This design comes from an exercise in tuning for small area and few clock cycles per item on the open sky130 flow, not from production work. Only simulation tests tie the RTL to the original design; equivalence was not proved. Power and IR drop assume default switching activity.

run E:
==> flow/design.v <==
module CRC8(
  input  [7:0] crc_in,
  input  [7:0] data,
  output [7:0] crc_out );
  function [7:0] step;
    input [7:0] c;
    input [7:0] b;
    integer k;
    reg [7:0] r;
    begin
      r = c;
      for (k = 7; k >= 0; k = k - 1)
        r = {r[6:0], 1'b0} ^ ((b[k] ^ r[7]) ? 8'h07 : 8'h00);
      step = r;
    end
  endfunction
  assign crc_out = step(crc_in, data);
endmodule
module FIFO(
  input        clk,
  input        reset,
  input  [7:0] dataIn,
  input        we,           
  input        re,           
  output       wready,       
  output       rready,       
  output [7:0] dataOut );
  reg [2047:0] ring;
  reg [7:0]    tpos;
  reg [7:0]    hpos;
  reg          wlast;
  wire same  = (tpos == hpos);
  wire full  = same && wlast;
  wire empty = same && !wlast;
  assign wready = (tpos[3:0] == 4'd15) && !full;
  assign rready = (hpos[4:0] == 5'd0) && !empty;
  wire doWrite = we && wready;
  wire doRead  = re && rready;
  wire [7:0] rport [0:7];
  genvar k;
  generate
    for (k = 0; k < 8; k = k + 1) begin : rp
      assign rport[k] = ring[256*k +: 8];
    end
    for (k = 0; k < 256; k = k + 1) begin : st
      if (k % 32 == 0) begin : wpe
        always @(posedge clk)
          ring[8*k +: 8] <= ~((doWrite && tpos[7:4] == (k+255)%256/16) ? ~dataIn : ring[8*((k+255)%256) +: 8]);
      end else if (k % 16 == 0) begin : wpo
        always @(posedge clk)
          ring[8*k +: 8] <= ~((doWrite && tpos[7:4] == (k+255)%256/16) ? dataIn : ring[8*((k+255)%256) +: 8]);
      end else begin : sh
        always @(posedge clk)
          ring[8*k +: 8] <= ring[8*(k-1) +: 8];
      end
    end
  endgenerate
  assign dataOut = rport[hpos[7:5]];
  always @(posedge clk) begin
    if (reset) begin
      tpos  <= 8'd0;
      hpos  <= 8'd0;
      wlast <= 1'b0;
    end else begin
      tpos  <= tpos + {7'd0, !doWrite};
      hpos  <= hpos + {7'd0, !doRead};
      if (doWrite != doRead) wlast <= doWrite;
    end
  end
endmodule
module Task1B(
  input clk,
  input reset,
  input t0,
  input t1,
  input t2,
  input t3,
  input t4,
  input t5,
  input t6,
  input t7,
  input tsent,
  output reg trecieve,
  output reg tx,
  output reg [7:0] crc );
  wire [7:0] din = {t0, t1, t2, t3, t4, t5, t6, t7};
  wire       wready, rready;
  wire [7:0] fifoOut;
  wire [7:0] crcNext;
  wire accept = tsent && !trecieve && wready;
  always @(posedge clk) begin
    if (reset) begin
      trecieve <= 1'b0;
      crc      <= 8'd0;
    end else begin
      if (accept) begin
        trecieve <= 1'b1;
        crc      <= crcNext;
      end else if (!tsent) begin
        trecieve <= 1'b0;
      end
    end
  end
  CRC8 crc8(.crc_in(crc), .data(din), .crc_out(crcNext));
  reg  [2:0] sub;         
  reg  [3:0] bitn;
  reg        loaded;      
  reg  [7:0] sh;
  reg        par;
  wire       tick = (sub == 3'd7);
  wire       load = !loaded && (bitn[3] || (bitn == 4'd7 && tick)) && rready;
  wire       start = tick && loaded && bitn == 4'd11;
  always @(posedge clk) begin
    if (reset) begin
      sub    <= 3'd0;
      bitn   <= 4'd11;
      loaded <= 1'b0;
      tx     <= 1'b1;
    end else begin
      sub <= sub + 3'd1;
      if (load) begin
        sh     <= fifoOut;
        loaded <= 1'b1;
      end
      if (start) begin
        bitn   <= 4'd0;
        loaded <= 1'b0;
        tx     <= 1'b0;
        par    <= 1'b0;
      end else if (tick && bitn != 4'd11) begin
        bitn <= bitn + 4'd1;
        if (bitn[3]) begin
          tx <= (bitn == 4'd8) ? par : 1'b1;
        end else begin
          tx  <= sh[bitn[2:0]];
          par <= par ^ sh[bitn[2:0]];
        end
      end
    end
  end
  FIFO fo(
    .clk(clk), .reset(reset),
    .dataIn(din), .we(tsent && !trecieve), .re(load),
    .wready(wready), .rready(rready), .dataOut(fifoOut));
endmodule
export LEC_CHECK = 0
export CAP_MARGIN = 20
export CORE_MARGIN = 2
export CORE_UTILIZATION = 70
export CTS_BUF_LIST = sky130_fd_sc_hd__clkbuf_8
export CTS_CLUSTER_DIAMETER = 50
export CTS_CLUSTER_SIZE = 18
export PLACE_DENSITY = 0.8
export SLEW_MARGIN = 20
create_clock -name core_clock -period 8.0 [get_ports {clk}]
run.sh (not shown) runs the stock make flow with config.mk's settings and CLKGATE_MAP_FILE= SYNTH_SCRIPT=/design/flow/synth_recipe.tcl, a recipe that flattens the netlist after the stock synthesis.
Run E did not stop at any stage, and its layout met the timing, design-rule and antenna checks.
Testbench counts of run E, summed over its fixed seeds: cycles 460,976, bytes 4,800.
## Diff of input files: run F against run E
--- a/flow/design.v
+++ b/flow/design.v
@@ -104,15 +104,17 @@
   CRC8 crc8(.crc_in(crc), .data(din), .crc_out(crcNext));
   reg  [2:0] sub;         
-  reg  [3:0] bitn;
+  reg        busy;        
+  reg  [3:0] bitn;        
   reg        loaded;      
   reg  [7:0] sh;
   reg        par;
   wire       tick = (sub == 3'd7);
-  wire       load = !loaded && (bitn[3] || (bitn == 4'd7 && tick)) && rready;
-  wire       start = tick && loaded && bitn == 4'd11;
+  wire       load = !loaded && (!busy || bitn[3] || (bitn == 4'd7 && tick)) && rready;
+  wire       start = tick && loaded && (!busy || bitn == 4'd11);
   always @(posedge clk) begin
     if (reset) begin
       sub    <= 3'd0;
-      bitn   <= 4'd11;
+      busy   <= 1'b0;
+      bitn   <= 4'd0;
       loaded <= 1'b0;
       tx     <= 1'b1;
@@ -124,15 +126,18 @@
       end
       if (start) begin
+        busy   <= 1'b1;
         bitn   <= 4'd0;
         loaded <= 1'b0;
         tx     <= 1'b0;
-        par    <= 1'b0;
-      end else if (tick && bitn != 4'd11) begin
+      end else if (tick && busy) begin
         bitn <= bitn + 4'd1;
-        if (bitn[3]) begin
+        if (bitn == 4'd11) begin
+          busy <= 1'b0;
+        end else if (bitn[3]) begin
           tx <= (bitn == 4'd8) ? par : 1'b1;
         end else begin
-          tx  <= sh[bitn[2:0]];
-          par <= par ^ sh[bitn[2:0]];
+          tx  <= sh[0];
+          par <= (bitn == 4'd0 ? 1'b0 : par) ^ sh[0];
+          if (!load) sh <= {1'b0, sh[7:1]};
         end
       end
==> comparison <==
- Number of nets produced by synthesis went down slightly going from run E to run F.
- | cell leakage power | lower: run E |
- Between run E and run F, the flow reports cell area after layout increasing slightly.
- Changes observed in run F relative to run E: number of cell instances on the worst register-to-register path went up; vertical die dimension stayed essentially flat.
- For the relative contribution of the clock network to total power, run F came in 0.4 points higher than run E did.
- Summary of run F over run E: die area shows an increase of about 0.4%, inverter count shows an increase of 5, final cell count went down 0.75%.
- The power after layout of run F was inferior to that of run E.
Testbench counts of run F, summed over its fixed seeds: cycles 460,976, bytes 4,800.

==> static timing again, ports no longer ideal <==
How much do the figures lean on ideal ports? The routed layouts below were timed once more, with nothing changed but the port constraints. Step 1, drivers: a clkbuf_16 drives clk and a buf_2 each remaining input, both assumed. Step 2 moves the port delays by t, midway between the first and last clock arrival at a register: inputs arrive t later, outputs are due t later. That takes back most of the time a late clock gives input paths. Three values: ideal, step 1, step 2; two values: the first two.
| run | t, ns | setup slack, ns | hold WS [ns] | worst setup path at the end | latest minus earliest clock arrival (ns) |
|---|---|---|---|---|---|
| run E | 0.831 | 4.490 / 4.494 / 3.689 | 0.309 / 0.309 / 0.309 | input to register | 0.050 / 0.050 |
| run F | 0.840 | 4.565 / 4.501 / 3.876 | 0.301 / 0.301 / 0.301 | input to register | 0.046 / 0.046 |
After both steps every run listed still meets setup and hold. The setup slack of run E, which loses most, moves by +0.004 ns with the drivers and by -0.801 ns with both steps.
